What follows belongs to an exercise in optimizing a design on an open flow for small area; a production flow would make more cautious choices. RTL that was checked went through simulation tests only; none was proved equivalent to the original. The RTL of run 2 was laid out without a check of its function. Power figures rest on the tool's default switching activity, not on a simulated workload.

## flow/config.mk

```make
export PLATFORM = sky130hd
export DESIGN_NAME = pong
export DESIGN_NICKNAME = pong
export VERILOG_FILES = /design/flow/design.v
export SDC_FILE = /design/flow/constraint.sdc
export NUM_CORES = 4
export LEC_CHECK = 0
export CAP_MARGIN = 20
export CORE_MARGIN = 2
export CORE_UTILIZATION = 40
export SLEW_MARGIN = 20
```

## flow/constraint.sdc

```tcl
create_clock -name core_clock -period 20.0 [get_ports {clk}]
set_input_delay 4.0000 -clock core_clock [delete_from_list [all_inputs] [get_ports {clk}]]
set_output_delay 4.0000 -clock core_clock [all_outputs]
set_load 0.01 [all_outputs]
```

## flow/design.v

```verilog
module hvsync_generator(clk, rst, vga_h_sync, vga_v_sync, inDisplayArea, CounterX, CounterY, frame_tick);
input clk;
input rst;
output vga_h_sync, vga_v_sync;
output inDisplayArea;
output [9:0] CounterX;
output [8:0] CounterY;
output frame_tick;
reg [9:0] CounterX;
reg [8:0] CounterY;
wire CounterXmaxed = CounterX[9] & (&CounterX[7:0]);
always @(posedge clk, posedge rst)
if(rst)
	CounterX <= 0;
else if(CounterXmaxed)
	CounterX <= 0;
else
	CounterX <= CounterX + 1;
always @(posedge clk, posedge rst)
if(rst)
	CounterY <= 0;
else if(CounterXmaxed) CounterY <= CounterY + 1;
reg vga_HS, vga_VS;
always @(posedge clk, posedge rst)
if(rst) begin
	vga_HS <= 0;
	vga_VS <= 0;
end
else begin
	vga_HS <= CounterX[9] & CounterX[7] & ~CounterX[6] & ~CounterX[5] & CounterX[4];
	vga_VS <= (CounterY==500);
end
reg inDisplayArea;
always @(posedge clk, posedge rst)
if(rst)
	inDisplayArea <= 0;
else if(inDisplayArea==0)
	inDisplayArea <= (CounterXmaxed) && (CounterY<478);
else
	inDisplayArea <= !(CounterX==629);
assign frame_tick = vga_VS & (CounterX==1);
assign vga_h_sync = ~vga_HS;
assign vga_v_sync = ~vga_VS;
endmodule
module pong(clk, rst, Movleft, Movright, vga_h_sync, vga_v_sync, vga_R, vga_G, vga_B, Shoot);
input clk, rst, Movleft, Movright, Shoot;
output vga_h_sync, vga_v_sync, vga_R, vga_G, vga_B;
wire inDisplayArea;
wire [9:0] X;
wire [8:0] Y;
wire ResetCollision;
hvsync_generator syncgen(.clk(clk), .rst(rst), .vga_h_sync(vga_h_sync), .vga_v_sync(vga_v_sync),
  .inDisplayArea(inDisplayArea), .CounterX(X), .CounterY(Y), .frame_tick(ResetCollision));
wire [4:0] Yr = Y[8:4];
reg start, GameO, GameO_d, livereset, respawn, exitstart, death;
reg [2:0] lives;
reg [8:0] blk_gone;          
reg [12:0] accum;
reg [6:0] accum_hi;
wire pps = (accum == 0);
wire pps1 = pps & (accum_hi == 0);
always @(posedge clk, posedge rst)
    if(rst) begin
        accum <= 0;
        accum_hi <= 0;
    end
    else begin
        accum <= (pps ? 13'd5000 : accum) - 1'b1;
        if (pps) accum_hi <= (accum_hi == 0 ? 7'd100 : accum_hi) - 1'b1;
    end
reg [8:0] PaddlePosition;
always @(posedge clk, posedge rst)
    if(rst) PaddlePosition <= 249;
    else if(start) PaddlePosition <= 249;
    else if(pps & ~GameO) begin
        if(Movright) begin
            if(~&PaddlePosition) PaddlePosition <= PaddlePosition + 1'b1;
        end
        else if(Movleft) begin
            if(|PaddlePosition) PaddlePosition <= PaddlePosition - 1'b1;
        end
    end
reg [9:0] ballX;
reg [4:0] ballYr;
reg ball_dirX, ball_dirY, movX, movY;
wire [10:0] dX = {1'b0, X} - {1'b0, ballX};      
wire xb0  = (dX == 11'd0);
wire xb8  = (dX == 11'd8);
wire xb16 = (dX == 11'd16);
wire yrow  = (Yr == ballYr);
wire [5:0] ballYr1 = {1'b0, ballYr} + 1'b1;
wire yrow1 = ({1'b0, Yr} == ballYr1);
wire y4  = (Y[3:0] == 4'd4);
wire y12 = (Y[3:0] == 4'd12);
wire yb0  = y4 & yrow;       
wire yb8  = y12 & yrow;      
wire yb16 = y4 & yrow1;      
reg ball_inX, ball_inY;
always @(posedge clk, posedge rst)
        if(rst) ball_inX <= 0;
        else if(ball_inX==0) ball_inX <= xb0 & ball_inY;
        else ball_inX <= !xb16;
always @(posedge clk, posedge rst)
        if(rst) ball_inY <= 0;
        else if(ball_inY==0) ball_inY <= yb0;
        else ball_inY <= !yb16;
wire ball = ball_inX & ball_inY;
wire border = (X[9:3]==0) || (X[9:3]==78) || (Y[8:3]==0) || (Y[8:3]==59);
wire [10:0] dP = {1'b0, X} - {2'b0, PaddlePosition};     
wire paddle = ~dP[10] && (dP[9:0] >= 8) && (dP[9:0] <= 120) && (Yr==27);
wire BouncingObject = border | paddle;
wire deatharea = (X<=640) && (Yr==28);
wire [8:0] bcol;
assign bcol[0] = (X>=40)  && (X<=100);
assign bcol[1] = (X>=102) && (X<=162);
assign bcol[2] = (X>=164) && (X<=224);
assign bcol[3] = (X>=226) && (X<=286);
assign bcol[4] = (X>=288) && (X<=348);
assign bcol[5] = (X>=350) && (X<=410);
assign bcol[6] = (X>=412) && (X<=472);
assign bcol[7] = (X>=474) && (X<=534);
assign bcol[8] = (X>=536) && (X<=596);
wire row7 = (Yr == 7);
wire row30 = (Yr == 30);
wire [8:0] blk = bcol & (({9{row30}} & blk_gone) | ({9{row7}} & ~blk_gone));
wire blocks = |blk;
wire hitA = xb0 & yb8;       
wire hitB = xb8 & yb0;       
wire hitC = xb16 & yb8;      
wire hitD = xb8 & yb16;      
reg CollisionX1, CollisionX2, CollisionY1, CollisionY2, CollisionDeath;
reg [8:0] BlockHit;
always @(posedge clk, posedge rst)
    if(rst) begin
        CollisionX1 <= 0; CollisionX2 <= 0; CollisionY1 <= 0; CollisionY2 <= 0;
        CollisionDeath <= 0; BlockHit <= 0;
    end
    else if(ResetCollision) begin
        CollisionX1 <= 0; CollisionX2 <= 0; CollisionY1 <= 0; CollisionY2 <= 0;
        CollisionDeath <= 0; BlockHit <= 0;
    end
    else begin
        if(BouncingObject & hitA) CollisionX1 <= 1;
        if(BouncingObject & hitC) CollisionX2 <= 1;
        if(BouncingObject & hitB) CollisionY1 <= 1;
        if(BouncingObject & hitD) CollisionY2 <= 1;
        if(deatharea & hitA) CollisionDeath <= 1;
        BlockHit <= BlockHit | (blk & {9{hitA | hitB}});
    end
wire BlockCollision = |BlockHit;
reg [2:0] lives_n;
reg lives_dec;
reg GameO_n, livereset_n, respawn_n, start_n;
reg [8:0] blk_gone_n;
wire [8:0] first_hit = BlockHit & ~(BlockHit - 1'b1);
always @* begin
    lives_n = lives; lives_dec = 0;
    GameO_n = GameO; livereset_n = livereset; respawn_n = respawn; start_n = start;
    blk_gone_n = blk_gone;
    if(ResetCollision | CollisionDeath | (lives==0) | Shoot) begin
        if(BlockCollision & ~respawn)
            blk_gone_n = blk_gone | first_hit;
        else if(CollisionDeath & ~livereset & ~GameO & ~start) begin
            lives_dec = 1;
            livereset_n = 1;
        end
        else if(Shoot & ~GameO) livereset_n = 0;
        if(Shoot & GameO) begin
            blk_gone_n = 0;
            lives_n = 3;
            livereset_n = 1;
            start_n = 1;
            GameO_n = 0;
        end
        if(lives_n == 0) GameO_n = 1;
        if(exitstart & start_n) start_n = 0;
    end
    else if(&blk_gone) begin
        respawn_n = 1;
        lives_n = lives + 1'b1;
        blk_gone_n = 0;
    end
    if(death & respawn_n) respawn_n = 0;
end
reg [1:0] i;
reg s;
wire cd_step = pps1 & start;
always @(posedge clk, posedge rst)
    if(rst) begin
        i <= 0; s <= 0; exitstart <= 0;
    end
    else begin
        if(cd_step) begin
            i <= i + 1'b1;
            if(i == 3) s <= 1;
        end
        else if(~start) s <= 0;
        exitstart <= start & (s | exitstart);
    end
reg [9:0] ballX_n;
reg [4:0] ballYr_n;
reg ball_dirX_n, ball_dirY_n, movX_n, movY_n, death_n;
always @* begin
    ballX_n = ballX; ballYr_n = ballYr; ball_dirX_n = ball_dirX; ball_dirY_n = ball_dirY;
    movX_n = movX; movY_n = movY; death_n = death;
    if(ResetCollision & ~GameO) begin
        if((~(CollisionX1 & CollisionX2) & ~death & ~respawn) | BlockCollision) begin
            if(movX) ballX_n = ball_dirX ? ballX - 2'd2 : ballX + 2'd2;
            if(CollisionX2) ball_dirX_n = 1;
            else if(CollisionX1) ball_dirX_n = 0;
            else if(BlockCollision & ~movX) begin
                movX_n = 1;
                ball_dirY_n = 0;
                if(PaddlePosition > 249) ball_dirX_n = 0;
                else if(PaddlePosition < 249) ball_dirX_n = 1;
            end
            else if(BlockCollision) ball_dirY_n = ~ball_dirY;
        end
        if((~(CollisionY1 & CollisionY2 & ~respawn) & ~death) | BlockCollision) begin
            if(movY) ballYr_n = ball_dirY ? ballYr - 1'b1 : ballYr + 1'b1;
            if(CollisionY2) ball_dirY_n = 1;
            else if(CollisionY1) begin
                ball_dirY_n = 0;
                movX_n = 1;
            end
        end
        if(CollisionDeath | respawn) begin
            ballX_n = PaddlePosition + 10'd50;
            ballYr_n = 26;
            movX_n = 0;
            movY_n = 0;
            death_n = 1;
        end
        else if(death) begin
            ballX_n = PaddlePosition + 10'd55;
            if(Shoot & ~start) begin
                movY_n = 1;
                death_n = 0;
            end
        end
    end
end
always @(posedge clk, posedge rst)
    if(rst) begin
        lives <= 3;
        GameO <= 0;
        GameO_d <= 0;
        blk_gone <= 0;
        livereset <= 0;
        respawn <= 0;
        start <= 1;
        movX <= 0; movY <= 0;
        death <= 1;
        ballX <= 180;
        ballYr <= 26;
        ball_dirX <= 0;
        ball_dirY <= 0;
    end
    else begin
        lives <= lives_dec ? lives - 1'b1 : lives_n;
        GameO <= GameO_n;
        GameO_d <= GameO;
        blk_gone <= blk_gone_n;
        livereset <= livereset_n;
        respawn <= respawn_n;
        start <= start_n;
        movX <= movX_n; movY <= movY_n;
        death <= death_n;
        ballX <= ballX_n;
        ballYr <= ballYr_n;
        ball_dirX <= ball_dirX_n;
        ball_dirY <= ball_dirY_n;
    end
wire Gtop    = (X>=125) && (X<=190) && (Yr==11);
wire Gbottom = (X>=125) && (X<=190) && (Yr==15);
wire Gmiddle = (X>=165) && (X<=190) && (Yr==13);
wire Gleft   = (X>=125) && (X<=135) && (Y[8:6]==3);
wire Gright  = (X>=180) && (X<=190) && (Y[8:5]==7);
wire Aleft   = (X>=210) && (X<=220) && (Y[8:6]==3);
wire Aright  = (X>=265) && (X<=275) && (Y[8:6]==3);
wire Atop    = (X>=210) && (X<=275) && (Yr==11);
wire Amid    = (X>=210) && (X<=275) && (Yr==13);
wire Mleft   = (X>=295) && (X<=305) && (Y[8:6]==3);
wire Mright  = (X>=350) && (X<=360) && (Y[8:6]==3);
wire Mtop1   = (X>=295) && (X<=322) && (Yr==11);
wire Mtop2   = (X>=333) && (X<=360) && (Yr==11);
wire Mmid    = (X>=322) && (X<=333) && (Y[8:6]==3);
wire Eleft   = (X>=380) && (X<=390) && (Y[8:6]==3);
wire Etop    = (X>=380) && (X<=445) && (Yr==11);
wire Emid    = (X>=380) && (X<=445) && (Yr==13);
wire Ebottom = (X>=380) && (X<=445) && (Yr==15);
wire Oleft   = (X>=125) && (X<=135) && (Y[8:6]==5);
wire Oright  = (X>=180) && (X<=190) && (Y[8:6]==5);
wire Otop    = (X>=125) && (X<=190) && (Yr==19);
wire Obottom = (X>=125) && (X<=190) && (Yr==23);
wire Vleft   = (X>=210) && (X<=220) && (Y[8:5]==10);
wire Vleft1  = (X>=210) && (X<=220) && (Yr==19);
wire Vleft2  = (X>=220) && (X<=230) && (Yr==22);
wire Vright  = (X>=265) && (X<=275) && (Y[8:5]==10);
wire Vright1 = (X>=265) && (X<=275) && (Yr==19);
wire Vright2 = (X>=255) && (X<=265) && (Yr==22);
wire Vbottom = (X>=230) && (X<=255) && (Yr==23);
wire E2left  = (X>=295) && (X<=305) && (Y[8:6]==5);
wire E2top   = (X>=295) && (X<=360) && (Yr==19);
wire E2mid   = (X>=295) && (X<=360) && (Yr==21);
wire E2bottom= (X>=295) && (X<=360) && (Yr==23);
wire Rleft   = (X>=380) && (X<=390) && (Y[8:6]==5);
wire Rtop    = (X>=380) && (X<=445) && (Yr==19);
wire Rmid    = (X>=380) && (X<=435) && (Yr==21);
wire Rright  = (X>=380) && (X<=390) && (Y[8:5]==11);
wire Rright2 = (X>=435) && (X<=445) && (Yr==20);
wire Rright3 = (X>=435) && (X<=445) && (Y[8:5]==11);
wire GameOver = GameO_d & (Rright2 | Rright3 | Rleft | Rtop | Rmid | Rright | Gtop | Gbottom | Gmiddle | Gleft | Gright | Aleft | Aright | Atop | Amid | Mleft | Mright | Mtop1 | Mtop2 | Mmid | Eleft | Etop | Emid | Ebottom | Oleft | Oright | Otop | Obottom | Vleft | Vright | Vbottom | E2left | E2top | E2mid | E2bottom | Vleft2 | Vright2 | Vright1 | Vleft1);
wire xA = (X>=257) && (X<=322);
wire threeA   = xA && ((Yr==11) || (Yr==13));
wire threeB   = xA && (Yr==15);
wire threeleft= (X>=312) && (X<=322) && (Y[8:6]==3);
wire twoleft  = (X>=257) && (X<=267) && (Y[8:5]==7);
wire tworight = (X>=312) && (X<=322) && (Y[8:5]==6);
wire onemid   = (X>=285) && (X<=295) && (Y[8:6]==3);
wire onetop   = (X>=257) && (X<=295) && (Yr==11);
wire countdown = ((i==1 || i==2) && threeA) || ((i!=0) && threeB) || ((i==1) && threeleft)
              || ((i==2) && (twoleft || tworight)) || ((i==3) && (onemid || onetop));
wire R = BouncingObject | ball | GameOver;
wire G = R | blocks;
wire B = G | countdown;
reg vga_R, vga_G, vga_B;
always @(posedge clk, posedge rst)
if(rst) begin
	vga_R <= 0;
	vga_G <= 0;
	vga_B <= 0;
end
else begin
	vga_R <= R & inDisplayArea;
	vga_G <= G & inDisplayArea;
	vga_B <= B & inDisplayArea;
end
endmodule
```

## flow/run.sh

```bash
#!/bin/bash
# synth_recipe.tcl (not shown) runs the flow's synth.tcl, then flattens the netlist and writes it again
# the make line also repeats each setting of config.mk as NAME=value (left out here)
make -C /OpenROAD-flow-scripts/flow DESIGN_CONFIG=/design/flow/config.mk WORK_HOME=/design/flow/orfs CLKGATE_MAP_FILE= SYNTH_SCRIPT=/design/flow/synth_recipe.tcl finish
```

==> impl_metrics.prom, run 1 <==
# TYPE chip_impl_metric gauge
chip_impl_metric{name="antenna_found_initial",unit=""} 0
chip_impl_metric{name="period_minus_slack",unit="ps"} 6230
chip_impl_metric{name="ys_types",unit=""} 86
chip_impl_metric{name="num_rows",unit=""} 54
chip_impl_metric{name="grt_pass1_vias",unit=""} 7656
chip_impl_metric{name="synth.yosys.seq_area_share",unit=""} 0.311
chip_impl_metric{name="number_of_buffers_inserted_during_clock_tree_synthesis",unit=""} 9
chip_impl_metric{name="ant_nets",unit=""} 0
chip_impl_metric{name="synth-seq-cells",unit=""} 111
chip_impl_info{name="grt_setup_unrepaired",value="no"} 1
chip_impl_metric{name="wl",unit="um"} 25300
chip_impl_metric{name="intPower",unit="uW"} 322
chip_impl_metric{name="met2_usage",unit=""} 0.329
chip_impl_metric{name="clock.fmax",unit="MHz"} 160
chip_impl_metric{name="fp.coreArea",unit="um2"} 22000
chip_impl_metric{name="nNetsFinal",unit=""} 1150
chip_impl_info{name="hold_class",value="register to register"} 1
chip_impl_info{name="status",value="no timing/DRC/antenna violations"} 1
chip_impl_metric{name="detailroute.via_count",unit=""} 8217
chip_impl_metric{name="worst-endpoint-arrival",unit="ps"} 6540
chip_impl_metric{name="net-switching-power",unit="uW"} 113
chip_impl_info{name="synth_largest_area_cell",value="dfrtp_1"} 1
chip_impl_metric{name="synth_cells",unit=""} 1103
chip_impl_metric{name="syn-cell-area",unit="um2"} 9010
chip_impl_metric{name="grt_first_pass_wirelength",unit="um"} 41500
chip_impl_metric{name="max-vdd-ir-drop",unit="mV"} 0.0383
chip_impl_metric{name="synth.net_count",unit=""} 1172
chip_impl_metric{name="dieWidth",unit="um"} 154
chip_impl_metric{name="hold_violations",unit=""} 0
chip_impl_metric{name="max_cap_violations",unit=""} 0
chip_impl_metric{name="asyncSetResetFlopFracSynth",unit=""} 1.00
chip_impl_info{name="crit-reg2reg-launch",value="syncgen.CounterY[6]"} 1
chip_impl_metric{name="insertion_delay",unit="ps"} 370
chip_impl_metric{name="netlist.area_leader.share",unit=""} 0.261
chip_impl_metric{name="start_util",unit=""} 0.410
chip_impl_metric{name="clk_pin_slew",unit="ps"} 90
chip_impl_metric{name="drive_gt1_frac",unit=""} 0.0700
chip_impl_metric{name="synthAdderAreaFrac",unit=""} 0.0922
chip_impl_metric{name="ctsHtreeMaxLevel",unit=""} 3
chip_impl_metric{name="power.share.sequential",unit=""} 0.521
chip_impl_metric{name="dpl_wire_length",unit="um"} 18600
chip_impl_metric{name="period_share",unit=""} 0.312
chip_impl_info{name="grt_most_used_layer",value="met2"} 1
chip_impl_metric{name="syn2layout_area_growth",unit="%"} 6.86
chip_impl_metric{name="switching_share",unit=""} 0.261
chip_impl_metric{name="dieHeight",unit="um"} 154
chip_impl_info{name="synth_flop_cell",value="dfrtp_1"} 1
chip_impl_metric{name="synthesis.yosys.warnings",unit=""} 2
chip_impl_info{name="beginning_of_the_critical_path",value="Movright"} 1
chip_impl_metric{name="grtUsageMet1",unit=""} 0.320
chip_impl_metric{name="grt.overflow.total",unit=""} 0
chip_impl_metric{name="cp_data_required_time",unit="ps"} 20300
chip_impl_info{name="layout.cells.most_common",value="nand2_1"} 1
chip_impl_metric{name="synth_compound_area_frac",unit=""} 0.223
chip_impl_metric{name="final_util",unit=""} 0.438
chip_impl_metric{name="grt_util_all_layers",unit=""} 0.217
chip_impl_info{name="dominant_combinational_cell_family_by_area_after_synthesis",value="simple AND/OR/NAND/NOR gates"} 1
chip_impl_info{name="cts_tree",value="done"} 1
chip_impl_metric{name="slew_violations",unit=""} 0
chip_impl_info{name="timing.setup.critical_path_class",value="input port to register"} 1
chip_impl_metric{name="clock_skew",unit="ps"} 10.7
chip_impl_metric{name="synth.mux.area_fraction",unit=""} 0.0101
chip_impl_metric{name="die_area",unit="um2"} 23700
chip_impl_metric{name="clockBufferDepth",unit=""} 2
chip_impl_metric{name="synth_xor_xnor_area_share",unit=""} 0.0661
chip_impl_info{name="critical_path.startpoint_type",value="input port"} 1
chip_impl_metric{name="critical_path_peak_fanout",unit=""} 9
chip_impl_metric{name="synth_edf_count",unit=""} 0
chip_impl_metric{name="viasPerCell",unit=""} 6.02
chip_impl_metric{name="p_comb_frac",unit=""} 0.038
chip_impl_metric{name="whs",unit="ps"} 434
chip_impl_metric{name="synth_area_per_inst",unit="um2"} 8.17
chip_impl_info{name="mostFrequentLayoutCells",value="nand2_1, nor2_1, dfrtp_1"} 1
chip_impl_metric{name="cts_resized",unit=""} 0
chip_impl_metric{name="buffer_ports.inserted",unit=""} 9
chip_impl_info{name="worstSetupEndpointType",value="register"} 1
chip_impl_info{name="worst_hold_startpoint",value="exitstart"} 1
chip_impl_metric{name="power_leakage",unit="uW"} 0.00396
chip_impl_info{name="ctsRootBufferMaster",value="clkbuf_16"} 1
chip_impl_metric{name="num_io_pins",unit=""} 10
chip_impl_metric{name="global_routing_usage_on_met3",unit=""} 0.0265
chip_impl_metric{name="tritonroute_pass_1_iters",unit=""} 6
chip_impl_metric{name="final-setup-viol-count",unit=""} 0
chip_impl_metric{name="layout.filler_cells",unit=""} 2175
chip_impl_metric{name="routabilityCongestion",unit=""} 0.961
chip_impl_metric{name="slew_headroom",unit=""} 0.350
chip_impl_metric{name="drt-initial-drc-count",unit=""} 783
chip_impl_metric{name="worst_pin_slew",unit="ps"} 967
chip_impl_metric{name="power-per-cell-area",unit="nW/um2"} 45.2
chip_impl_metric{name="num_antenna_cells",unit=""} 0
chip_impl_metric{name="hold_buffers",unit=""} 0
chip_impl_metric{name="postCtsSetupBuffers",unit=""} 0
chip_impl_info{name="ys_top_cells_by_area",value="dfrtp_1, ha_1, dfstp_2"} 1
chip_impl_metric{name="cts_num_sinks",unit=""} 111
chip_impl_metric{name="synth-simple-area-share",unit=""} 0.243
chip_impl_metric{name="drt-wirelength-per-cell",unit="um"} 18.5
chip_impl_metric{name="grt_start_max_net_pins",unit=""} 78
chip_impl_metric{name="accumulated_negative_setup_slack",unit="ps"} 0
chip_impl_metric{name="drcViolationCount",unit=""} 0
chip_impl_metric{name="pwr-share-clk",unit=""} 0.441
==> cells in the mapped netlist, types with 11 or more instances <==
cell type and n:
nand2_1 112, nor2_1 98, dfrtp_1 94, a21oi_1 78
o21ai_0 67, inv_1 65, ha_1 60, xnor2_1 41
nor3_1 37, clkbuf_1 35, nand3_1 30, xor2_1 27
a31oi_1 22, nor2b_1 22, nand4_1 19, dfstp_2 17
a211oi_1 16, nor4_1 13, o211ai_1 13, or3_1 13
buf_2 12, or2_2 11
==> path summary, 6_finish.rpt <==
check / to / cells after the start / slack, ps
hold / removal: start / 1 / 430
hold reg to reg: start / 1 / 430
min in group asynchronous: lives[2] / 2 / 3990
setup reg to reg: BlockHit[1] / 7 / 16190
max in group asynchronous: syncgen.CounterY[3] / 3 / 14940
setup / recovery: PaddlePosition[8] / 11 / 13770
==> kinds of logic (layout without fill, tap and decap cells) <==
logic type      after synthesis  after routing
mux                           9              9
compound gates              305            305
flops                       111            111
fa+ha+maj                    64             64
xor+xnor                     68             68
buf+inv                     124            107
simple gates                422            422
==> stage by stage <==
| stage | worst slack (ps) | std cells | power (uW) | area [um2] |
|---|---|---|---|---|
| final | 13770 | 1366 | 435 | 9630 |
| after global placement | 13400 | 1350 | 247 | 9320 |
| after detailed placement | 13400 | 1350 | 248 | 9320 |
| after global routing | 13550 | 1366 | 451 | 9630 |
| after floorplan | 13100 | 1103 | 243 | 9010 |
| after CTS | 13780 | 1366 | 440 | 9620 |
==> registers in the layout, summed over array words and instances (netlist names), 2 cells and up <==
| name | flops |
|---|---|
| ballX | 10 |
| BlockHit | 9 |
| i | 2 |
| PaddlePosition | 9 |
| lives | 3 |
| ballYr | 5 |
| syncgen.CounterX | 10 |
| accum_hi | 7 |
| accum | 13 |
| blk_gone | 9 |
| syncgen.CounterY | 9 |
==> worst max-delay path, stage by stage <==
cell and delay, ps:
clkdlybuf4s50_1 550, inv_1 200, ha_1 380, nor2b_1 140, o21ai_0 190, a21boi_0 150
o21ai_0 230, a21oi_1 110, xnor2_1 130, or3_1 310, a21oi_1 140
==> power by group through the flow <==
stage	Clock, uW	Sequential, uW	Combinational [uW]
global placement	0	231	16.4
detailed placement	0	231	16.8
global route	205	227	19.1
floorplan	0	231	12.0
CTS	196	227	17.0
finish	192	227	16.7
==> layer usage <==
| layer | part of all wire | up-vias |
|---|---|---|
| met5 | 0 | - |
| met4 | 0.021 | 0 |
| met3 | 0.068 | 40 |
| met2 | 0.43 | 294 |
| met1 | 0.48 | 3920 |
| li1 | - | 3963 |
==> final cells by class <==
| type | count | area, um2 | area share |
|---|---|---|---|
| Multi-Input combinational cell | 868 | 5710 | 0.593 |
| Sequential cell | 111 | 2800 | 0.291 |
| Tap cell | 280 | 350 | 0.0364 |
| Inverter | 67 | 254 | 0.0264 |
| Clock buffer | 9 | 225 | 0.0234 |
| Timing Repair Buffer | 24 | 206 | 0.0214 |
| Clock inverter | 7 | 81.3 | 0.00845 |
==> inputs of run 2 (changes only) <==
--- a/flow/design.v
+++ b/flow/design.v
@@ -271,46 +271,28 @@
         ball_dirX <= ball_dirX_n;
         ball_dirY <= ball_dirY_n;
     end
-wire Gtop    = (X>=125) && (X<=190) && (Yr==11);
-wire Gbottom = (X>=125) && (X<=190) && (Yr==15);
-wire Gmiddle = (X>=165) && (X<=190) && (Yr==13);
-wire Gleft   = (X>=125) && (X<=135) && (Y[8:6]==3);
-wire Gright  = (X>=180) && (X<=190) && (Y[8:5]==7);
-wire Aleft   = (X>=210) && (X<=220) && (Y[8:6]==3);
-wire Aright  = (X>=265) && (X<=275) && (Y[8:6]==3);
-wire Atop    = (X>=210) && (X<=275) && (Yr==11);
-wire Amid    = (X>=210) && (X<=275) && (Yr==13);
-wire Mleft   = (X>=295) && (X<=305) && (Y[8:6]==3);
-wire Mright  = (X>=350) && (X<=360) && (Y[8:6]==3);
-wire Mtop1   = (X>=295) && (X<=322) && (Yr==11);
-wire Mtop2   = (X>=333) && (X<=360) && (Yr==11);
-wire Mmid    = (X>=322) && (X<=333) && (Y[8:6]==3);
-wire Eleft   = (X>=380) && (X<=390) && (Y[8:6]==3);
-wire Etop    = (X>=380) && (X<=445) && (Yr==11);
-wire Emid    = (X>=380) && (X<=445) && (Yr==13);
-wire Ebottom = (X>=380) && (X<=445) && (Yr==15);
-wire Oleft   = (X>=125) && (X<=135) && (Y[8:6]==5);
-wire Oright  = (X>=180) && (X<=190) && (Y[8:6]==5);
-wire Otop    = (X>=125) && (X<=190) && (Yr==19);
-wire Obottom = (X>=125) && (X<=190) && (Yr==23);
-wire Vleft   = (X>=210) && (X<=220) && (Y[8:5]==10);
-wire Vleft1  = (X>=210) && (X<=220) && (Yr==19);
-wire Vleft2  = (X>=220) && (X<=230) && (Yr==22);
-wire Vright  = (X>=265) && (X<=275) && (Y[8:5]==10);
-wire Vright1 = (X>=265) && (X<=275) && (Yr==19);
-wire Vright2 = (X>=255) && (X<=265) && (Yr==22);
-wire Vbottom = (X>=230) && (X<=255) && (Yr==23);
-wire E2left  = (X>=295) && (X<=305) && (Y[8:6]==5);
-wire E2top   = (X>=295) && (X<=360) && (Yr==19);
-wire E2mid   = (X>=295) && (X<=360) && (Yr==21);
-wire E2bottom= (X>=295) && (X<=360) && (Yr==23);
-wire Rleft   = (X>=380) && (X<=390) && (Y[8:6]==5);
-wire Rtop    = (X>=380) && (X<=445) && (Yr==19);
-wire Rmid    = (X>=380) && (X<=435) && (Yr==21);
-wire Rright  = (X>=380) && (X<=390) && (Y[8:5]==11);
-wire Rright2 = (X>=435) && (X<=445) && (Yr==20);
-wire Rright3 = (X>=435) && (X<=445) && (Y[8:5]==11);
-wire GameOver = GameO_d & (Rright2 | Rright3 | Rleft | Rtop | Rmid | Rright | Gtop | Gbottom | Gmiddle | Gleft | Gright | Aleft | Aright | Atop | Amid | Mleft | Mright | Mtop1 | Mtop2 | Mmid | Eleft | Etop | Emid | Ebottom | Oleft | Oright | Otop | Obottom | Vleft | Vright | Vbottom | E2left | E2top | E2mid | E2bottom | Vleft2 | Vright2 | Vright1 | Vleft1);
+function inr; input [9:0] x; input [9:0] lo; input [9:0] hi; inr = (x >= lo) && (x <= hi); endfunction
+wire I1 = inr(X,125,135), I2 = inr(X,125,190), I3 = inr(X,165,190), I4 = inr(X,180,190), I5 = inr(X,210,220),
+     I6 = inr(X,210,275), I7 = inr(X,265,275), I8 = inr(X,295,305), I9 = inr(X,295,322), I10 = inr(X,322,333),
+     I11 = inr(X,333,360), I12 = inr(X,350,360), I13 = inr(X,380,390), I14 = inr(X,380,445), I15 = inr(X,295,360),
+     I16 = inr(X,435,445), I17 = inr(X,380,435), I18 = inr(X,220,230), I19 = inr(X,255,265), I20 = inr(X,230,255);
+wire S = I1|I5|I7|I8|I12|I10|I13;
+wire T = I1|I4|I8|I13;
+reg go_row;
+always @* case (Yr)
+  11: go_row = I2|I6|I9|I11|I14;
+  12: go_row = S;
+  13: go_row = S|I3|I6|I14;
+  14: go_row = S|I4;
+  15: go_row = S|I4|I2|I14;
+  19: go_row = I2|I5|I7|I15|I14;
+  20: go_row = T|I5|I7|I16;
+  21: go_row = T|I5|I7|I15|I17;
+  22: go_row = T|I18|I19|I16;
+  23: go_row = T|I20|I15|I16|I2;
+  default: go_row = 0;
+endcase
+wire GameOver = GameO_d & go_row;
 wire xA = (X>=257) && (X<=322);
 wire threeA   = xA && ((Yr==11) || (Yr==13));
 wire threeB   = xA && (Yr==15);
==> flow/flow/run.sh (new file) <==
#!/bin/bash
# Own layout flow: the standard ORFS flow (standard.sh), with one change
# to synthesis: the combinational logic is mapped by ABC with an area-oriented
# script (flow/abc.script) and Yosys's adder cell mapping is skipped, so ABC
# sees the adders as plain logic. Registers are mapped exactly as in the
# standard synthesis. Every tool's output goes to a log file in this folder
# (ORFS also keeps its per-step logs under orfs/logs/).
set -euo pipefail
W=$PWD
rm -rf "$W/scripts_x"
cp -r "$FLOW_HOME/scripts" "$W/scripts_x"
cp "$W/flow/abc.script" "$W/scripts_x/abc_speed.script"
bash standard.sh SCRIPTS_DIR="$W/scripts_x" ADDER_MAP_FILE= synth > "$W/synth.log" 2>&1
bash standard.sh SCRIPTS_DIR="$W/scripts_x" ADDER_MAP_FILE= finish > "$W/layout.log" 2>&1
test -f "$W/out/final.def"
==> flow/flow/abc.script (new file) <==
&get -n
&st
&deepsyn -T 60
&dch -f
&nf -R 1000
&put
topo
==> flow/standard.sh (new file) <==
#!/bin/bash
# synth_recipe.tcl (not shown) runs the flow's synth.tcl, then flattens the netlist and writes it again
# the make line also repeats each setting of config.mk as NAME=value (left out here)
make -C /OpenROAD-flow-scripts/flow DESIGN_CONFIG=/design/flow/config.mk WORK_HOME=/design/flow/orfs CLKGATE_MAP_FILE= SYNTH_SCRIPT=/design/flow/synth_recipe.tcl "${@:-finish}"
removed: flow/run.sh
==> run 2 against run 1 <==
Effect of this change: via count is 27% lower; die area is 28% lower; sequential share of layout area is 10 points higher; largest power group unchanged; cell count is 26% lower; still clean; global-route usage is 1.5 points higher; total power is 1.0% higher.
==> impl_metrics.prom, run 2 <==
# TYPE chip_impl_metric gauge
chip_impl_info{name="status",value="no timing/DRC/antenna violations"} 1
chip_impl_metric{name="asyncSetResetFlopFracSynth",unit=""} 1.00
chip_impl_metric{name="buffer_ports.inserted",unit=""} 9
chip_impl_metric{name="detailroute.via_count",unit=""} 6007
chip_impl_metric{name="synth_edf_count",unit=""} 0
chip_impl_info{name="crit-reg2reg-launch",value="syncgen.CounterX[4]"} 1
chip_impl_metric{name="num_antenna_cells",unit=""} 0
chip_impl_metric{name="clock.fmax",unit="MHz"} 174
chip_impl_metric{name="worst-endpoint-arrival",unit="ps"} 6010
chip_impl_metric{name="insertion_delay",unit="ps"} 380
chip_impl_metric{name="number_of_buffers_inserted_during_clock_tree_synthesis",unit=""} 9
chip_impl_metric{name="dpl.cell_count",unit=""} 993
chip_impl_metric{name="accumulated_negative_setup_slack",unit="ps"} 0
chip_impl_info{name="post-synth-top-count-cell",value="nand2_1"} 1
chip_impl_metric{name="critical_path_peak_fanout",unit=""} 7
chip_impl_metric{name="slew_violations",unit=""} 0
chip_impl_metric{name="hold_buffers",unit=""} 0
chip_impl_info{name="worstSetupEndpointType",value="register"} 1
chip_impl_info{name="ctsRootBufferMaster",value="clkbuf_16"} 1
chip_impl_metric{name="ctsHtreeMaxLevel",unit=""} 3
chip_impl_info{name="beginning_of_the_critical_path",value="Shoot"} 1
chip_impl_metric{name="cts_num_sinks",unit=""} 111
chip_impl_info{name="critical_path.startpoint_type",value="input port"} 1
chip_impl_metric{name="dieHeight",unit="um"} 131
chip_impl_metric{name="power.share.sequential",unit=""} 0.521
chip_impl_metric{name="period_minus_slack",unit="ps"} 5750
chip_impl_metric{name="cp_data_required_time",unit="ps"} 20260
chip_impl_metric{name="synth-seq-cells",unit=""} 111
chip_impl_metric{name="worst_path_largest_cell_delay",unit="ps"} 580
chip_impl_info{name="synth_flop_cell",value="dfrtp_1"} 1
chip_impl_metric{name="drcViolationCount",unit=""} 0
chip_impl_metric{name="syn-cell-area",unit="um2"} 6420
chip_impl_metric{name="clock_skew",unit="ps"} 14.2
chip_impl_info{name="hold_class",value="register to register"} 1
chip_impl_metric{name="grt_start_max_net_pins",unit=""} 62
chip_impl_metric{name="synth_area_per_inst",unit="um2"} 8.41
chip_impl_metric{name="grt_first_pass_wirelength",unit="um"} 30300
chip_impl_info{name="timing.critical_path.slowest_stage_cell",value="or4_1"} 1
chip_impl_metric{name="dpl_wire_length",unit="um"} 13600
chip_impl_metric{name="grt_util_all_layers",unit=""} 0.232
chip_impl_metric{name="intPower",unit="uW"} 334
chip_impl_metric{name="instances_no_fill",unit=""} 1009
chip_impl_metric{name="cts_resized",unit=""} 0
chip_impl_metric{name="final-setup-viol-count",unit=""} 0
chip_impl_metric{name="num_io_pins",unit=""} 10
chip_impl_metric{name="clk_pin_slew",unit="ps"} 70
chip_impl_metric{name="postCtsSetupBuffers",unit=""} 0
chip_impl_metric{name="drt-initial-drc-count",unit=""} 652
chip_impl_metric{name="tritonroute_pass_1_iters",unit=""} 5
chip_impl_info{name="timing.setup.critical_path_class",value="input port to register"} 1
chip_impl_info{name="layout.cells.most_common",value="nand2_1"} 1
chip_impl_metric{name="power",unit="uW"} 440
chip_impl_metric{name="power-per-cell-area",unit="nW/um2"} 61.6
chip_impl_metric{name="synth.yosys.seq_area_share",unit=""} 0.436
chip_impl_info{name="critical_path.endpoint",value="lives[2]"} 1
chip_impl_metric{name="pwr-share-clk",unit=""} 0.448
chip_impl_metric{name="hold_violations",unit=""} 0
chip_impl_metric{name="r2r_setup_slack",unit="ps"} 15500
chip_impl_info{name="worst_path_most_repeated_cell",value="nand2_1"} 1
chip_impl_metric{name="dieWidth",unit="um"} 131
chip_impl_info{name="path_delay_family",value="simple AND/OR/NAND/NOR gates"} 1
chip_impl_metric{name="drive_gt1_frac",unit=""} 0.0504
chip_impl_info{name="synth_largest_area_cell",value="dfrtp_1"} 1
chip_impl_metric{name="ant_nets",unit=""} 0
chip_impl_metric{name="antenna_found_initial",unit=""} 0
chip_impl_metric{name="p_comb_frac",unit=""} 0.031
chip_impl_metric{name="fp.coreArea",unit="um2"} 15800
chip_impl_metric{name="grt.overflow.total",unit=""} 0
chip_impl_info{name="synthTopCellsByCount",value="nand2_1, dfrtp_1, nor2_1, o21ai_0, a21oi_1"} 1
chip_impl_metric{name="clockBufferDepth",unit=""} 2
chip_impl_metric{name="nNetsFinal",unit=""} 793
chip_impl_info{name="mostFrequentLayoutCells",value="nand2_1, dfrtp_1, nor2_1"} 1
chip_impl_metric{name="crit_cells",unit=""} 7
chip_impl_info{name="largest-register",value="accum"} 1
chip_impl_metric{name="routabilityCongestion",unit=""} 0.982
chip_impl_metric{name="ys_types",unit=""} 56
chip_impl_info{name="critical_path.cell_chain",value="clkdlybuf4s50_1, nor3_1, nand2_1, or4_1, a21oi_1, nand2_1, xor2_1"} 1
chip_impl_metric{name="net-switching-power",unit="uW"} 106
chip_impl_info{name="ys_top_cells_by_area",value="dfrtp_1, dfstp_2, nand2_1"} 1
chip_impl_metric{name="critPathBufInv",unit=""} 1
chip_impl_info{name="biggestRegsByFlops",value="accum (13), ballX (10), syncgen.CounterX (10)"} 1
chip_impl_metric{name="switching_share",unit=""} 0.240
chip_impl_metric{name="drt-wirelength-per-cell",unit="um"} 18.7
chip_impl_metric{name="grt_pass1_vias",unit=""} 5564
chip_impl_metric{name="wl",unit="um"} 18900
chip_impl_metric{name="final_util",unit=""} 0.453
chip_impl_metric{name="num_rows",unit=""} 46
chip_impl_metric{name="synth.net_count",unit=""} 768
chip_impl_metric{name="max-vdd-ir-drop",unit="mV"} 0.0407
chip_impl_metric{name="slew_headroom",unit=""} 0.352
chip_impl_metric{name="max_cap_violations",unit=""} 0
chip_impl_metric{name="synthesis.yosys.warnings",unit=""} 2
chip_impl_metric{name="max_reg_flops",unit=""} 13
chip_impl_metric{name="start_util",unit=""} 0.407
chip_impl_metric{name="syn2layout_area_growth",unit="%"} 11.3
chip_impl_metric{name="synth_cells",unit=""} 763
chip_impl_metric{name="viasPerCell",unit=""} 5.95
chip_impl_info{name="regToRegEndpoint",value="ballX[9]"} 1
chip_impl_info{name="cts_tree",value="done"} 1
chip_impl_info{name="grt_setup_unrepaired",value="no"} 1
chip_impl_metric{name="ff2ff_path_depth",unit=""} 16
chip_impl_metric{name="period_share",unit=""} 0.288
chip_impl_metric{name="die_area",unit="um2"} 17100
chip_impl_metric{name="power_leakage",unit="uW"} 0.00289
chip_impl_metric{name="netlist.area_leader.share",unit=""} 0.367
chip_impl_metric{name="worst_pin_slew",unit="ps"} 964
## run 2: cell count changes in the layout (fill, tap and decap cells not counted), sizes merged, moves of 9 or more
cell	delta
a211oi	-9
ha	-60
a31oi	-11
nor2	-11
buf	-10
nand4	-11
xnor2	-15
inv	-66
nor2b	-10
clkinv	+21
a21oi	-10
## run 2: metal layers
| metal | wire length, um | GRT usage | up-vias |
|---|---|---|---|
| met4 | 585 | 0.102 | 0 |
| met2 | 8300 | 0.341 | 195 |
| met5 | 0 | 0 | - |
| li1 | - | - | 2842 |
| met3 | 1150 | 0.0509 | 43 |
| met1 | 8820 | 0.330 | 2927 |
## run 2: power by group through the flow
| stage | registers, uW | clock network, uW | logic, uW |
|---|---|---|---|
| 2_1_floorplan | 232 | 0 | 10.2 |
| 3_3_place_gp | 233 | 0 | 13.5 |
| 3_5_place_dp | 233 | 0 | 14.1 |
| 4_1_cts | 229 | 202 | 14.2 |
| 5_1_grt | 229 | 211 | 16.0 |
| 6_report | 229 | 197 | 13.8 |
## run 2: area by class of cell
type	count	area, um2
Multi-Input combinational cell	628	3530
Timing Repair Buffer	14	128
Clock inverter	6	83.8
Sequential cell	111	2800
Fill cell	1564	8630
Tap cell	216	270
Inverter	24	92.6
Clock buffer	10	239
## run 2: worst min-delay path by stage
stage,depth (start not counted),start,to
finish,1,exitstart,start
global route,1,exitstart,start
CTS,1,exitstart,start
detailed placement,1,exitstart,start
global placement,1,exitstart,start
floorplan,1,exitstart,start
## run 2: kinds of logic after synthesis
logic type | synth area share
simple gates | 0.255
buf+inv | 0.0140
mux | 0.00663
compound gates | 0.217
flops | 0.436
xor+xnor | 0.0710
## run 2: metrics by stage
stage / cell area, um2 / hold WS, ps / worst slack, ps
floorplan: 6420 / 384 / 14110
global placement: 6820 / 420 / 13970
detailed placement: 6820 / 407 / 13900
CTS: 7140 / 420 / 14290
global route: 7140 / 448 / 14130
finish: 7140 / 419 / 14250
==> inputs of run 3 (changes only) <==
--- a/flow/design.v
+++ b/flow/design.v
@@ -30,14 +30,7 @@
 	vga_HS <= CounterX[9] & CounterX[7] & ~CounterX[6] & ~CounterX[5] & CounterX[4];
 	vga_VS <= (CounterY==500);
 end
-reg inDisplayArea;
-always @(posedge clk, posedge rst)
-if(rst)
-	inDisplayArea <= 0;
-else if(inDisplayArea==0)
-	inDisplayArea <= (CounterXmaxed) && (CounterY<478);
-else
-	inDisplayArea <= !(CounterX==629);
+wire inDisplayArea = (CounterY != 0) && (CounterY <= 478) && (CounterX <= 629);
 assign frame_tick = vga_VS & (CounterX==1);
 assign vga_h_sync = ~vga_HS;
 assign vga_v_sync = ~vga_VS;
==> flow/flow/run.sh (replaced) <==
#!/bin/bash
# Own layout flow: the standard ORFS flow (standard.sh) with these changes:
#  - synthesis maps the combinational logic with ABC using an area-oriented
#    script (flow/abc.script: &deepsyn, then &dch/&nf) instead of ORFS's
#    delay-oriented one, and skips Yosys's adder cell mapping so that ABC
#    sees adders as plain logic. Registers are mapped exactly as in the
#    standard synthesis (same Yosys passes up to ABC).
#  - synthesis runs eight times, four at a time, with different &deepsyn
#    seeds, and the smallest netlist is kept for the layout.
#  - the port buffers are sky130_fd_sc_hd__buf_1.
# Each run's full output goes to a log file in this folder (ORFS keeps its
# per-step logs under orfs/logs/).
set -euo pipefail
W=$PWD
SEEDS="0 1 2 3 4 5 6 7"
run_seed() {
  s=$1
  rm -rf "$W/scripts_$s" "$W/orfs_$s"
  cp -r "$FLOW_HOME/scripts" "$W/scripts_$s"
  sed "s/@SEED@/$s/" "$W/flow/abc.script" > "$W/scripts_$s/abc_speed.script"
  bash standard.sh SCRIPTS_DIR="$W/scripts_$s" ADDER_MAP_FILE= WORK_HOME="$W/orfs_$s" synth > "$W/synth_$s.log" 2>&1 || true
}
for s in 0 1 2 3; do run_seed $s & done
wait
for s in 4 5 6 7; do run_seed $s & done
wait
best=""; best_area=""
for s in $SEEDS; do
  rpt="$W/orfs_$s/reports/$FLOW_PLATFORM/pong/base/synth_stat.txt"
  [[ -f "$rpt" ]] || continue
  a=$(awk '/Chip area for module/ {print $NF}' "$rpt")
  echo "seed $s: area $a" >> "$W/synth_choice.log"
  if [[ -z "$best" ]] || awk -v a="$a" -v b="$best_area" 'BEGIN{exit !(a < b)}'; then
    best=$s; best_area=$a
  fi
done
echo "chosen seed $best ($best_area)" >> "$W/synth_choice.log"
rm -rf "$W/orfs"
mv "$W/orfs_$best" "$W/orfs"
for s in $SEEDS; do [[ "$s" == "$best" ]] || rm -rf "$W/orfs_$s" "$W/scripts_$s"; done
bash standard.sh SCRIPTS_DIR="$W/scripts_$best" ADDER_MAP_FILE= BUFFER_PORTS_ARGS="-buffer_cell sky130_fd_sc_hd__buf_1" finish > "$W/layout.log" 2>&1
test -f "$W/out/final.def"
==> flow/flow/abc.script (replaced) <==
&get -n
&st
&deepsyn -J 100 -T 300 -S @SEED@
&dch -f
&nf -R 1000
&put
topo
--- a/flow/config.mk
+++ b/flow/config.mk
@@ -7,5 +7,7 @@
 export LEC_CHECK = 0
 export CAP_MARGIN = 20
 export CORE_MARGIN = 2
-export CORE_UTILIZATION = 40
+export CORE_UTILIZATION = 60
+export CTS_BUF_LIST = sky130_fd_sc_hd__clkbuf_8
+export PLACE_DENSITY = 0.7
 export SLEW_MARGIN = 20
==> run 3 against run 2 <==
Effect of this change: cell count down 9.2%; worst setup slack improved by 240 ps; via count shrank 0.30%; sequential power is essentially flat; maximum frequency increased by 4.3%; hold slack better by 43 ps; register-to-register slack worse by 220 ps; design area shrank 4.8%; clock skew shrank 2.2 ps; combinational power increased by 14%; utilization rose by 21 points; critical path type unchanged.
==> impl_metrics.prom, run 3 <==
# TYPE chip_impl_metric gauge
chip_impl_metric{name="period_minus_slack",unit="ps"} 5520
chip_impl_metric{name="clk_pin_slew",unit="ps"} 110
chip_impl_info{name="status",value="no timing/DRC/antenna violations"} 1
chip_impl_metric{name="dieHeight",unit="um"} 107
chip_impl_metric{name="worst_path_largest_cell_delay",unit="ps"} 910
chip_impl_info{name="grt_setup_unrepaired",value="no"} 1
chip_impl_metric{name="grtUsageMet1",unit=""} 0.481
chip_impl_metric{name="whs",unit="ps"} 462
chip_impl_info{name="largest-register",value="accum"} 1
chip_impl_metric{name="clock_skew",unit="ps"} 12.0
chip_impl_metric{name="ctsHtreeMaxLevel",unit=""} 3
chip_impl_info{name="synth_largest_area_cell",value="dfrtp_1"} 1
chip_impl_info{name="grt_most_used_layer",value="met2"} 1
chip_impl_metric{name="met2_usage",unit=""} 0.493
chip_impl_metric{name="viasPerCell",unit=""} 6.54
chip_impl_metric{name="layout.cell_area.non_filler",unit="um2"} 6800
chip_impl_metric{name="antenna_found_initial",unit=""} 0
chip_impl_metric{name="die_area",unit="um2"} 11400
chip_impl_metric{name="slew_headroom",unit=""} 0.282
chip_impl_info{name="cts_tree",value="done"} 1
chip_impl_metric{name="insertion_delay",unit="ps"} 380
chip_impl_metric{name="worst_pin_slew",unit="ps"} 1050
chip_impl_metric{name="routabilityCongestion",unit=""} 0.962
chip_impl_metric{name="hold_violations",unit=""} 0
chip_impl_metric{name="syn2layout_area_growth",unit="%"} 7.37
chip_impl_info{name="synth_flop_cell",value="dfrtp_1"} 1
chip_impl_metric{name="final-setup-viol-count",unit=""} 0
chip_impl_info{name="biggestRegsByFlops",value="accum (13), ballX (10), syncgen.CounterX (10)"} 1
chip_impl_metric{name="dieWidth",unit="um"} 107
chip_impl_info{name="critical_path.cell_chain",value="buf_1, nor4_1, a2111oi_0, nor3b_1, a32o_1"} 1
chip_impl_metric{name="ys_types",unit=""} 51
chip_impl_metric{name="global_routing_usage_on_met3",unit=""} 0.0729
chip_impl_metric{name="drt-initial-drc-count",unit=""} 707
chip_impl_metric{name="grt_start_max_net_pins",unit=""} 60
chip_impl_metric{name="drt-wirelength-per-cell",unit="um"} 19.4
chip_impl_metric{name="power_leakage",unit="uW"} 0.00274
chip_impl_metric{name="detailroute.via_count",unit=""} 5989
chip_impl_metric{name="accumulated_negative_setup_slack",unit="ps"} 0
chip_impl_metric{name="postCtsSetupBuffers",unit=""} 0
chip_impl_metric{name="fp.coreArea",unit="um2"} 10300
chip_impl_metric{name="final_util",unit=""} 0.662
chip_impl_metric{name="critical_path_peak_fanout",unit=""} 8
chip_impl_metric{name="wl",unit="um"} 17700
chip_impl_metric{name="asyncSetResetFlopFracSynth",unit=""} 1.00
chip_impl_info{name="layout.cells.most_common",value="dfrtp_1"} 1
chip_impl_metric{name="worst-endpoint-arrival",unit="ps"} 5830
chip_impl_info{name="timing.setup.critical_path_class",value="input port to register"} 1
chip_impl_metric{name="cts_resized",unit=""} 0
chip_impl_metric{name="layout_setup_ws",unit="ps"} 14480
chip_impl_metric{name="clockBufferDepth",unit=""} 2
chip_impl_metric{name="power-per-cell-area",unit="nW/um2"} 58.1
chip_impl_metric{name="grt.overflow.total",unit=""} 0
chip_impl_metric{name="placed_area",unit="um2"} 6580
chip_impl_metric{name="buffer_ports.inserted",unit=""} 9
chip_impl_metric{name="synth.yosys.seq_area_share",unit=""} 0.438
chip_impl_metric{name="post-place-ws",unit="ps"} 14140
chip_impl_info{name="ctsRootBufferMaster",value="clkbuf_8"} 1
chip_impl_metric{name="num_antenna_cells",unit=""} 0
chip_impl_info{name="ys_top_cells_by_area",value="dfrtp_1, dfstp_2, o21ai_0"} 1
chip_impl_metric{name="cp_data_required_time",unit="ps"} 20320
chip_impl_metric{name="synth_edf_count",unit=""} 0
chip_impl_metric{name="synthesis.yosys.warnings",unit=""} 2
chip_impl_metric{name="ant_nets",unit=""} 0
chip_impl_metric{name="synth_cells",unit=""} 750
chip_impl_metric{name="dpl_wire_length",unit="um"} 12700
chip_impl_metric{name="synth-seq-cells",unit=""} 110
chip_impl_info{name="hold_class",value="register to register"} 1
chip_impl_metric{name="max_reg_flops",unit=""} 13
chip_impl_metric{name="num_rows",unit=""} 37
chip_impl_metric{name="hold_buffers",unit=""} 0
chip_impl_metric{name="drcViolationCount",unit=""} 0
chip_impl_metric{name="max_cap_violations",unit=""} 0
chip_impl_metric{name="cts_num_sinks",unit=""} 110
chip_impl_metric{name="grt_pass1_vias",unit=""} 5572
chip_impl_metric{name="period_share",unit=""} 0.276
chip_impl_metric{name="drive_gt1_frac",unit=""} 0.0487
chip_impl_metric{name="max-vdd-ir-drop",unit="mV"} 0.0428
chip_impl_info{name="synthTopCellsByCount",value="dfrtp_1, nor2_1, nand2_1, o21ai_0, a21oi_1"} 1
chip_impl_info{name="timing.critical_path.slowest_stage_cell",value="a2111oi_0"} 1
chip_impl_metric{name="grt_util_all_layers",unit=""} 0.327
chip_impl_metric{name="number_of_buffers_inserted_during_clock_tree_synthesis",unit=""} 9
chip_impl_metric{name="start_util",unit=""} 0.616
chip_impl_metric{name="nNetsFinal",unit=""} 780
chip_impl_info{name="mostFrequentLayoutCells",value="dfrtp_1, nor2_1, nand2_1"} 1
chip_impl_info{name="critical_path.startpoint_type",value="input port"} 1
chip_impl_metric{name="synth.net_count",unit=""} 755
chip_impl_metric{name="syn-cell-area",unit="um2"} 6330
chip_impl_metric{name="tritonroute_pass_1_iters",unit=""} 6
chip_impl_info{name="post-synth-top-count-cell",value="dfrtp_1"} 1
chip_impl_metric{name="grt_first_pass_wirelength",unit="um"} 28800
chip_impl_metric{name="netlist.area_leader.share",unit=""} 0.367
chip_impl_info{name="worstSetupEndpointType",value="register"} 1
chip_impl_metric{name="clock.fmax",unit="MHz"} 181
chip_impl_metric{name="slew_violations",unit=""} 0
chip_impl_metric{name="num_io_pins",unit=""} 10
chip_impl_metric{name="synth_area_per_inst",unit="um2"} 8.44
-- run 3: changes by cell type in the layout (fill, tap and decap cells not counted), sizes merged, moves of 5 or more --
cell / delta
a21oi: -7
and3: -6
buf: +9
clkdlybuf4s50: -9
clkinv: +8
nand2: -23
o211ai: +5
o22ai: +7
or3: +5
-- run 3: cells by family after synthesis --
logic type | after synthesis | share of synthesized area
xor gates and xnor gates | 51 | 0.0705
AOI/OAI and AO/OA | 230 | 0.227
DFF | 110 | 0.438
muxes | 1 | 0.00158
and+or+nand+nor | 325 | 0.244
buffers and inverters | 33 | 0.0196
-- run 3: final timing paths --
kind | from | endpoint | slack, ps | depth (start not counted)
min in group asynchronous | rst | BlockHit[6] | 3720 | 2
max in group asynchronous | rst | PaddlePosition[2] | 15090 | 3
min reg2reg | accum[8] | accum[8] | 460 | 1
max | Shoot | blk_gone[6] | 14480 | 5
min | accum[8] | accum[8] | 460 | 1
max reg2reg | syncgen.CounterX[5] | ballX[9] | 15280 | 13
-- run 3: final cells by class --
class	instances	area [um2]
flip-flops and latches	110	2770
well taps	136	170
multi-input cells	607	3440
repair buffers	14	71.3
fillers	897	3480
clock buffers	9	124
inverters	33	126
clock inverters	7	98.8
-- run 3: power by group --
| part | switching [uW] | internal (uW) |
|---|---|---|
| logic | 10.8 | 4.96 |
| registers | 3.30 | 224 |
| clock network | 80.5 | 71.7 |
-- run 3: metal layers --
metal  share of wire  vias up  routed length, um
met5               0        -                  0
met4           0.018        0                317
met3           0.084       27               1480
met2            0.45      276               8040
met1            0.45     2882               7890
li1                -     2804                  -
-- run 3: critical path: cells and delay by family --
kind	cells	cell delay, ps
AND/OR/NAND/NOR	2	480
buffers and inverters	1	250
AO/OA/AOI/OAI	2	1110
-- run 3: through the flow --
step,total power [uW],std cells
finish,395,916
global route,409,916
CTS,397,916
detailed placement,247,900
global placement,246,900
floorplan,242,750
==> inputs of run 4 (changes only) <==
--- a/flow/design.v
+++ b/flow/design.v
@@ -48,17 +48,17 @@
 reg start, GameO, GameO_d, livereset, respawn, exitstart, death;
 reg [2:0] lives;
 reg [8:0] blk_gone;          
-reg [12:0] accum;
+reg [9:0] accum8;
 reg [6:0] accum_hi;
-wire pps = (accum == 0);
+wire pps = (X[2:0] == 0) & (accum8 == 0);
 wire pps1 = pps & (accum_hi == 0);
 always @(posedge clk, posedge rst)
     if(rst) begin
-        accum <= 0;
+        accum8 <= 0;
         accum_hi <= 0;
     end
     else begin
-        accum <= (pps ? 13'd5000 : accum) - 1'b1;
+        if (&X[2:0]) accum8 <= (accum8[9] & accum8[6] & accum8[5] & accum8[4]) ? 10'd0 : accum8 + 1'b1;   
         if (pps) accum_hi <= (accum_hi == 0 ? 7'd100 : accum_hi) - 1'b1;
     end
 reg [8:0] PaddlePosition;
--- a/flow/config.mk
+++ b/flow/config.mk
@@ -7,7 +7,7 @@
 export LEC_CHECK = 0
 export CAP_MARGIN = 20
 export CORE_MARGIN = 2
-export CORE_UTILIZATION = 60
+export CORE_UTILIZATION = 75
 export CTS_BUF_LIST = sky130_fd_sc_hd__clkbuf_8
-export PLACE_DENSITY = 0.7
+export PLACE_DENSITY = 0.85
 export SLEW_MARGIN = 20
==> run 4 against run 3 <==
Effect of this change: still clean; via count rose by 8.4%; design area is 3.3% lower; global-route usage increased by 10 points; combinational power decreased by 52%; maximum frequency is 3.1% lower; clock-buffer cell count unchanged; highest routed layer unchanged.
==> impl_metrics.prom, run 4 <==
# TYPE chip_impl_metric gauge
chip_impl_info{name="post-synth-top-count-cell",value="nand2_1"} 1
chip_impl_metric{name="slew_violations",unit=""} 0
chip_impl_metric{name="start_util",unit=""} 0.763
chip_impl_info{name="critical_path.startpoint_type",value="input port"} 1
chip_impl_metric{name="dpl_wire_length",unit="um"} 13100
chip_impl_info{name="hold_class",value="register to register"} 1
chip_impl_metric{name="cell_count_of_the_worst_hold_path",unit=""} 1
chip_impl_metric{name="dieWidth",unit="um"} 95.0
chip_impl_metric{name="ant_nets",unit=""} 0
chip_impl_metric{name="final_util",unit=""} 0.808
chip_impl_metric{name="die_area",unit="um2"} 9020
chip_impl_metric{name="accumulated_negative_setup_slack",unit="ps"} 0
chip_impl_metric{name="clock_skew",unit="ps"} 19.7
chip_impl_metric{name="netlist.area_leader.share",unit=""} 0.363
chip_impl_metric{name="hold_violations",unit=""} 0
chip_impl_metric{name="fp.coreArea",unit="um2"} 8130
chip_impl_info{name="status",value="no timing/DRC/antenna violations"} 1
chip_impl_info{name="ys_top_cells_by_area",value="dfrtp_1, dfstp_2, o21ai_0"} 1
chip_impl_metric{name="grt_first_pass_wirelength",unit="um"} 30000
chip_impl_info{name="synthTopCellsByCount",value="nand2_1, dfrtp_1, o21ai_0, nor2_1, a21oi_1"} 1
chip_impl_info{name="worst_hold_startpoint",value="accum_hi[6]"} 1
chip_impl_metric{name="synth_cells",unit=""} 749
chip_impl_info{name="ctsRootBufferMaster",value="clkbuf_8"} 1
chip_impl_metric{name="nNetsFinal",unit=""} 776
chip_impl_info{name="critical_path.cell_chain",value="buf_1, nor2_1, or3_1, a21oi_1, o21ai_0, nor2_1, o21ai_0, nor3_1, nor2_1, nand2_1"} 1
chip_impl_metric{name="synth_area_per_inst",unit="um2"} 8.29
chip_impl_metric{name="routabilityCongestion",unit=""} 0.982
chip_impl_metric{name="detailroute.via_count",unit=""} 6490
chip_impl_metric{name="ys_types",unit=""} 53
chip_impl_metric{name="clk_pin_slew",unit="ps"} 110
chip_impl_info{name="synth_flop_cell",value="dfrtp_1"} 1
chip_impl_metric{name="grt.overflow.total",unit=""} 0
chip_impl_metric{name="worst-endpoint-arrival",unit="ps"} 6020
chip_impl_metric{name="max-vdd-ir-drop",unit="mV"} 0.0480
chip_impl_metric{name="critical_path_peak_fanout",unit=""} 6
chip_impl_metric{name="worst_pin_slew",unit="ps"} 1110
chip_impl_metric{name="r2r_setup_slack",unit="ps"} 14950
chip_impl_metric{name="viasPerCell",unit=""} 7.37
chip_impl_info{name="mostFrequentLayoutCells",value="nand2_1, dfrtp_1, o21ai_0"} 1
chip_impl_metric{name="antenna_found_initial",unit=""} 0
chip_impl_info{name="timing.critical_path.slowest_stage_cell",value="nor2_1"} 1
chip_impl_metric{name="power_leakage",unit="uW"} 0.00252
chip_impl_metric{name="wl",unit="um"} 18500
chip_impl_info{name="layout.cells.most_common",value="nand2_1"} 1
chip_impl_metric{name="period_share",unit=""} 0.285
chip_impl_metric{name="final-setup-viol-count",unit=""} 0
chip_impl_metric{name="synth_edf_count",unit=""} 0
chip_impl_metric{name="drt-initial-drc-count",unit=""} 928
chip_impl_metric{name="drcViolationCount",unit=""} 0
chip_impl_metric{name="clock.fmax",unit="MHz"} 176
chip_impl_metric{name="asyncSetResetFlopFracSynth",unit=""} 1.00
chip_impl_metric{name="cts_resized",unit=""} 0
chip_impl_metric{name="synth.net_count",unit=""} 754
chip_impl_metric{name="num_antenna_cells",unit=""} 0
chip_impl_info{name="cts_tree",value="done"} 1
chip_impl_metric{name="synth-seq-cells",unit=""} 107
chip_impl_info{name="crit-reg2reg-launch",value="syncgen.CounterX[5]"} 1
chip_impl_info{name="worstSetupEndpointType",value="register"} 1
chip_impl_metric{name="postCtsSetupBuffers",unit=""} 0
chip_impl_metric{name="worst_path_largest_cell_delay",unit="ps"} 370
chip_impl_metric{name="slew_headroom",unit=""} 0.255
chip_impl_metric{name="num_io_pins",unit=""} 10
chip_impl_info{name="synth_largest_area_cell",value="dfrtp_1"} 1
chip_impl_metric{name="grt_util_all_layers",unit=""} 0.430
chip_impl_info{name="path_delay_family",value="simple AND/OR/NAND/NOR gates"} 1
chip_impl_metric{name="ff2ff_path_depth",unit=""} 17
chip_impl_info{name="regToRegEndpoint",value="ballX[9]"} 1
chip_impl_metric{name="tritonroute_pass_1_iters",unit=""} 8
chip_impl_metric{name="syn2layout_area_growth",unit="%"} 5.90
chip_impl_metric{name="cts_num_sinks",unit=""} 107
chip_impl_metric{name="grt_start_max_net_pins",unit=""} 59
chip_impl_info{name="hold_end",value="accum_hi[6]"} 1
chip_impl_metric{name="max_cap_violations",unit=""} 0
chip_impl_metric{name="insertion_delay",unit="ps"} 390
chip_impl_metric{name="number_of_buffers_inserted_during_clock_tree_synthesis",unit=""} 9
chip_impl_metric{name="synth.yosys.seq_area_share",unit=""} 0.435
chip_impl_metric{name="critPathBufInv",unit=""} 1
chip_impl_metric{name="period_minus_slack",unit="ps"} 5690
chip_impl_metric{name="drt-wirelength-per-cell",unit="um"} 21.0
chip_impl_metric{name="synthesis.yosys.warnings",unit=""} 2
chip_impl_metric{name="power-per-cell-area",unit="nW/um2"} 54.4
chip_impl_metric{name="cp_data_required_time",unit="ps"} 20330
chip_impl_info{name="biggestRegsByFlops",value="accum8 (10), ballX (10), syncgen.CounterX (10)"} 1
chip_impl_info{name="worst_path_most_repeated_cell",value="nor2_1"} 1
chip_impl_metric{name="syn-cell-area",unit="um2"} 6210
chip_impl_metric{name="buffer_ports.inserted",unit=""} 9
chip_impl_metric{name="ctsHtreeMaxLevel",unit=""} 3
chip_impl_metric{name="drive_gt1_frac",unit=""} 0.0451
chip_impl_info{name="timing.setup.critical_path_class",value="input port to register"} 1
chip_impl_metric{name="hold_buffers",unit=""} 0
chip_impl_metric{name="clockBufferDepth",unit=""} 2
chip_impl_metric{name="grt_pass1_vias",unit=""} 6087
chip_impl_metric{name="dieHeight",unit="um"} 95.0
chip_impl_info{name="grt_setup_unrepaired",value="no"} 1
chip_impl_metric{name="num_rows",unit=""} 33
run 4: changes by cell type after synthesis, sizes merged, moves of 7 or more:
cell	change
and3	+10
nand2	+9
xor2	-13
nor2b	-7
nand2b	+7
o21ai	+17
run 4: where the power goes:
part	switching (uW)	internal [uW]	total, uW
clock network	82.6	47.9	130
logic	6.21	1.37	7.58
registers	2.08	217	220
run 4: cell type report:
type	instances	area (um2)
multi-input combinational	615	3410
sequential	107	2700
fill	537	1560
tap	105	131
clock buffer	9	124
inverter	27	104
clock inverter	7	60.1
timing repair buffer	11	48.8
run 4: cell families after synthesis:
kind of cell              Yosys count  share of synthesized area
AOI/OAI and AO/OA                 239                      0.231
and+or+nand+nor                   333                      0.256
DFF                               107                      0.435
buffers and inverters              27                     0.0163
muxes                               3                    0.00504
xor gates and xnor gates           40                     0.0564
run 4: metal layers:
metal / GRT usage / vias up / wire length (um) / part of all wire
li1: - / 2806 / - / -
met2: 0.656 / 522 / 8460 / 0.46
met5: 0 / - / 0 / 0
met4: 0.216 / 0 / 866 / 0.047
met1: 0.568 / 3044 / 6980 / 0.38
met3: 0.113 / 118 / 2170 / 0.12
run 4: worst max-delay path by stage:
| stage | from | end | slack, ps | cells after the start |
|---|---|---|---|---|
| finish | Movright | PaddlePosition[7] | 14310 | 10 |
| CTS | Movright | PaddlePosition[6] | 14360 | 10 |
| global route | Movright | PaddlePosition[6] | 14050 | 10 |
| floorplan | rst | BlockHit[0] | 14190 | 1 |
| global placement | Movright | PaddlePosition[6] | 14200 | 10 |
| detailed placement | Movright | PaddlePosition[6] | 13980 | 10 |
run 4: stage by stage:
step	hold slack (ps)	setup WS, ps	instance area, um2	std cells	total power, uW
after floorplan	383	14190	6210	749	228
after global placement	441	14200	6390	865	231
after detailed placement	448	13980	6390	865	231
after CTS	479	14360	6580	881	357
after global routing	503	14050	6580	881	367
final	477	14310	6580	881	358

re-timing with driven ports:
The results above use ideal ports. As a check the final layouts listed here were re-extracted and re-timed, cells and wires unchanged.
Step 1, drivers: a clkbuf_16 drives clk and a buf_2 each remaining input, both assumed.
Step 2 also shifts input and output timing later by t, the mid clock arrival at the registers, as if the neighbouring blocks saw the same clock.
a / b / c = no drivers / after step 1 / after step 2; a / b = the first two.
run	t (ns)	setup slack, ns	latest minus earliest clock arrival (ns)	pins driven straight from the clock port
run 1	0.415	13.765 / 13.790 / 13.375	0.012 / 0.012	1
run 2	0.411	14.246 / 14.267 / 13.856	0.014 / 0.014	1
run 3	0.414	14.484 / 14.501 / 14.087	0.012 / 0.012	1
run 4	0.413	14.306 / 14.314 / 13.901	0.019 / 0.020	1
After both steps every run listed still meets setup and hold. For run 4, which loses most, drivers alone change the setup slack by +0.008 ns; drivers and shift together by -0.405 ns.
